This is an optimization exercise on Yosys and OpenROAD, whose aim is small area, not a production implementation. Only simulation tests tie the RTL to the original design; equivalence was not proved. The flow treats the clock pin as an ideal source, which a real chip does not have.

## red
==> flow/design.v (excerpt) <==
module maxer(
    input clk,
    input rst,
    input maxing,
    input [784-1:0] ips_gen_out,
    output reg start_ips_gen,
    output reg next_ips_gen,
    output reg maxer_valid,
    output [24-1:0] threshold
    );
  wire s1, c2;
  fa u_s1 (.a(ips_gen_out[0]), .b(ips_gen_out[1]), .c(ips_gen_out[2]), .s(s1), .co(c2));
  wire s3, c4;
  fa u_s3 (.a(ips_gen_out[3]), .b(ips_gen_out[4]), .c(ips_gen_out[5]), .s(s3), .co(c4));
  wire s5, c6;
  fa u_s5 (.a(ips_gen_out[6]), .b(ips_gen_out[7]), .c(ips_gen_out[8]), .s(s5), .co(c6));
  wire s7, c8;
  fa u_s7 (.a(ips_gen_out[9]), .b(ips_gen_out[10]), .c(ips_gen_out[11]), .s(s7), .co(c8));
  wire s9, c10;
  fa u_s9 (.a(ips_gen_out[12]), .b(ips_gen_out[13]), .c(ips_gen_out[14]), .s(s9), .co(c10));
  wire s11, c12;
  fa u_s11 (.a(ips_gen_out[15]), .b(ips_gen_out[16]), .c(ips_gen_out[17]), .s(s11), .co(c12));
  wire s13, c14;
  fa u_s13 (.a(ips_gen_out[18]), .b(ips_gen_out[19]), .c(ips_gen_out[20]), .s(s13), .co(c14));
  wire s15, c16;
  fa u_s15 (.a(ips_gen_out[21]), .b(ips_gen_out[22]), .c(ips_gen_out[23]), .s(s15), .co(c16));
  wire s17, c18;
  fa u_s17 (.a(ips_gen_out[24]), .b(ips_gen_out[25]), .c(ips_gen_out[26]), .s(s17), .co(c18));
  wire s19, c20;
  fa u_s19 (.a(ips_gen_out[27]), .b(ips_gen_out[28]), .c(ips_gen_out[29]), .s(s19), .co(c20));
  wire s21, c22;
  fa u_s21 (.a(ips_gen_out[30]), .b(ips_gen_out[31]), .c(s1), .s(s21), .co(c22));
  wire s23, c24;
  fa u_s23 (.a(s3), .b(s5), .c(s7), .s(s23), .co(c24));
  wire s25, c26;
  fa u_s25 (.a(s9), .b(s11), .c(s13), .s(s25), .co(c26));
  wire s27, c28;
  fa u_s27 (.a(s15), .b(s17), .c(s19), .s(s27), .co(c28));
  wire s29, c30;
  fa u_s29 (.a(s21), .b(s23), .c(s25), .s(s29), .co(c30));
  wire s31, c32;
  ha u_s31 (.a(s27), .b(s29), .s(s31), .co(c32));
  wire s33, c34;
  fa u_s33 (.a(c2), .b(c4), .c(c6), .s(s33), .co(c34));
  wire s35, c36;
  fa u_s35 (.a(c8), .b(c10), .c(c12), .s(s35), .co(c36));
  wire s37, c38;
  fa u_s37 (.a(c14), .b(c16), .c(c18), .s(s37), .co(c38));
  wire s39, c40;
  fa u_s39 (.a(c20), .b(c22), .c(c24), .s(s39), .co(c40));
  wire s41, c42;
  fa u_s41 (.a(c26), .b(c28), .c(s33), .s(s41), .co(c42));
  wire s43, c44;
  fa u_s43 (.a(s35), .b(s37), .c(s39), .s(s43), .co(c44));
  ...
export LEC_CHECK = 0
export CAP_MARGIN = 20
export CORE_MARGIN = 2
export CORE_UTILIZATION = 22
export GPL_TIMING_DRIVEN = 0
export SLEW_MARGIN = 20
export SYNTH_HIERARCHICAL = 1
create_clock -name core_clock -period 7.0 [get_ports {clk}]
standard.sh (not shown) runs the stock make flow with config.mk's settings and CLKGATE_MAP_FILE= SYNTH_SCRIPT=/design/flow/synth_recipe.tcl, a recipe that flattens the netlist after the stock synthesis.
==> flow/flow/run.sh <==
#!/bin/bash
# Standard ORFS layout (the standard.sh, unchanged synthesis), with
# - the port buffers made of the smallest buffer cell instead of the default pick,
# - the buffers that synthesis put on submodule outputs removed at floorplan,
set -euo pipefail
export BUFFER_PORTS_ARGS="-buffer_cell sky130_fd_sc_hd__buf_1"
export REMOVE_ABC_BUFFERS=1
L=orfs/logs/sky130hd/maxer/base

bash standard.sh place > make_place.log 2>&1
for buf in clkbuf_4 clkbuf_8 clkbuf_16; do
  export CTS_ARGS="-sink_clustering_enable -repair_clock_nets -root_buf sky130_fd_sc_hd__$buf -buf_list sky130_fd_sc_hd__$buf -dont_use_dummy_load"
  bash standard.sh cts > make_cts_$buf.log 2>&1
  openroad -no_init -exit flow/clk_slew.tcl > clk_slew_$buf.log 2>&1
  slew=$(awk '/^CLK_SLEW_PS/ {print $2}' clk_slew_$buf.log)
  echo "clock buffers $buf: worst flip-flop clock slew ${slew} ps"
  if awk -v s="$slew" 'BEGIN { exit !(s != "" && s <= 125) }'; then break; fi
  cp $L/4_1_cts.log cts_$buf.log || true
  bash standard.sh clean_cts > make_clean_cts_$buf.log 2>&1
done
bash standard.sh finish > make_finish.log 2>&1
==> flow/flow/clk_slew.tcl <==
# Worst slew at the flip-flop clock pins of the clock tree just built.
set P $::env(FLOW_HOME)/platforms/sky130hd
read_liberty $P/lib/sky130_fd_sc_hd__tt_025C_1v80.lib
read_db orfs/results/sky130hd/maxer/base/4_cts.odb
read_sdc orfs/results/sky130hd/maxer/base/4_cts.sdc
source $P/setRC.tcl
set_propagated_clock [all_clocks]
estimate_parasitics -placement
set mx 0
foreach p [get_pins -hierarchical */CLK] {
  set s [get_property $p slew_max]
  if { $s > $mx } { set mx $s }
}
puts "CLK_SLEW_PS [expr { $mx * 1000.0 }]"
Modified inputs, blue compared to red
--- a/flow/flow/run.sh
+++ b/flow/flow/run.sh
@@ -2,8 +2,6 @@
 # Standard ORFS layout (the standard.sh, unchanged synthesis), with
 # - the port buffers made of the smallest buffer cell instead of the default pick,
-# - the buffers that synthesis put on submodule outputs removed at floorplan,
 set -euo pipefail
 export BUFFER_PORTS_ARGS="-buffer_cell sky130_fd_sc_hd__buf_1"
-export REMOVE_ABC_BUFFERS=1
 L=orfs/logs/sky130hd/maxer/base
 
==> summary.txt <==
Final design instance area without fill went up slightly going from red to blue. Going from red to blue, number of cells in the design after placement grows by 24. Looking at final critical delay including setup and external delays across blue and red, the one that comes out lower is red. Diff red..blue | well tap count | unchanged. Final standard cell utilization of the core (blue over red): increase, 0.24 points. Per the comparison of blue with red, first-pass GRT wire length saw a decrease. Setup slack: blue less than red. Max freq red -> blue: degraded. sky130_fd_sc_hd__fa_2 as the critical path's slowest cell was reported by blue, and sky130_fd_sc_hd__fa_1 by red.
Edits applied to the flow inputs when going from blue to green:
# blue
export LEC_CHECK = 0
export CAP_MARGIN = 20
export CORE_MARGIN = 2
export CORE_UTILIZATION = 22
export GPL_TIMING_DRIVEN = 0
export SLEW_MARGIN = 20
export SYNTH_HIERARCHICAL = 1
create_clock -name core_clock -period 7.0 [get_ports {clk}]
# green
export LEC_CHECK = 0
export CAP_MARGIN = 20
export CORE_MARGIN = 2
export CORE_UTILIZATION = 22
export SLEW_MARGIN = 20
export SYNTH_HIERARCHICAL = 1
create_clock -name core_clock -period 7.0 [get_ports {clk}]
Notes after the runs:
Looking at final area across green and blue, the one that comes out lower is green. Setup slack in green is larger than in blue.
What orange does differently from green at the input level:
--- a/flow/flow/run.sh
+++ b/flow/flow/run.sh
@@ -13,5 +13,5 @@
   slew=$(awk '/^CLK_SLEW_PS/ {print $2}' clk_slew_$buf.log)
   echo "clock buffers $buf: worst flip-flop clock slew ${slew} ps"
-  if awk -v s="$slew" 'BEGIN { exit !(s != "" && s <= 125) }'; then break; fi
+  if awk -v s="$slew" 'BEGIN { exit !(s != "" && s <= 120) }'; then break; fi
   cp $L/4_1_cts.log cts_$buf.log || true
   bash standard.sh clean_cts > make_clean_cts_$buf.log 2>&1
--- outcome ---
- In orange the number of global-route vias before repair turned out 0.89% lower than in green.
- Diff orange and green: relative slew slack higher in orange
- Summary — number of cells on the critical path, orange relative to green: lower, by 1.

-- port drivers added, routing unchanged --
The flow's constraints put no driver on any port. The routed layouts listed below were extracted and timed again, unchanged, in two steps. Step 1 assumes that a clkbuf_16 drives the clock port and a buf_2 every other input. Step 2, shift: input delay + t, output delay - t, t = (earliest + latest rising clock arrival at the registers) / 2. This alone moves slack from input paths to output paths. Three values: ideal ports, drivers, drivers and shift; two values: the first two.
run | shift t [ns] | slack for setup (ns) | clock arrival spread, ns
red | 0.435 | 0.314 / 0.341 / -0.095 | 0.033 / 0.033
blue | 0.437 | 0.217 / 0.232 / -0.205 | 0.040 / 0.040
green | 0.426 | 0.275 / 0.303 / -0.123 | 0.040 / 0.040
orange | 0.379 | 0.232 / 0.260 / -0.118 | 0.027 / 0.027
With both steps, setup timing fails in every run listed, where it was met with ideal ports. The setup slack of blue, which loses most, moves by +0.015 ns with the drivers and by -0.422 ns with both steps.
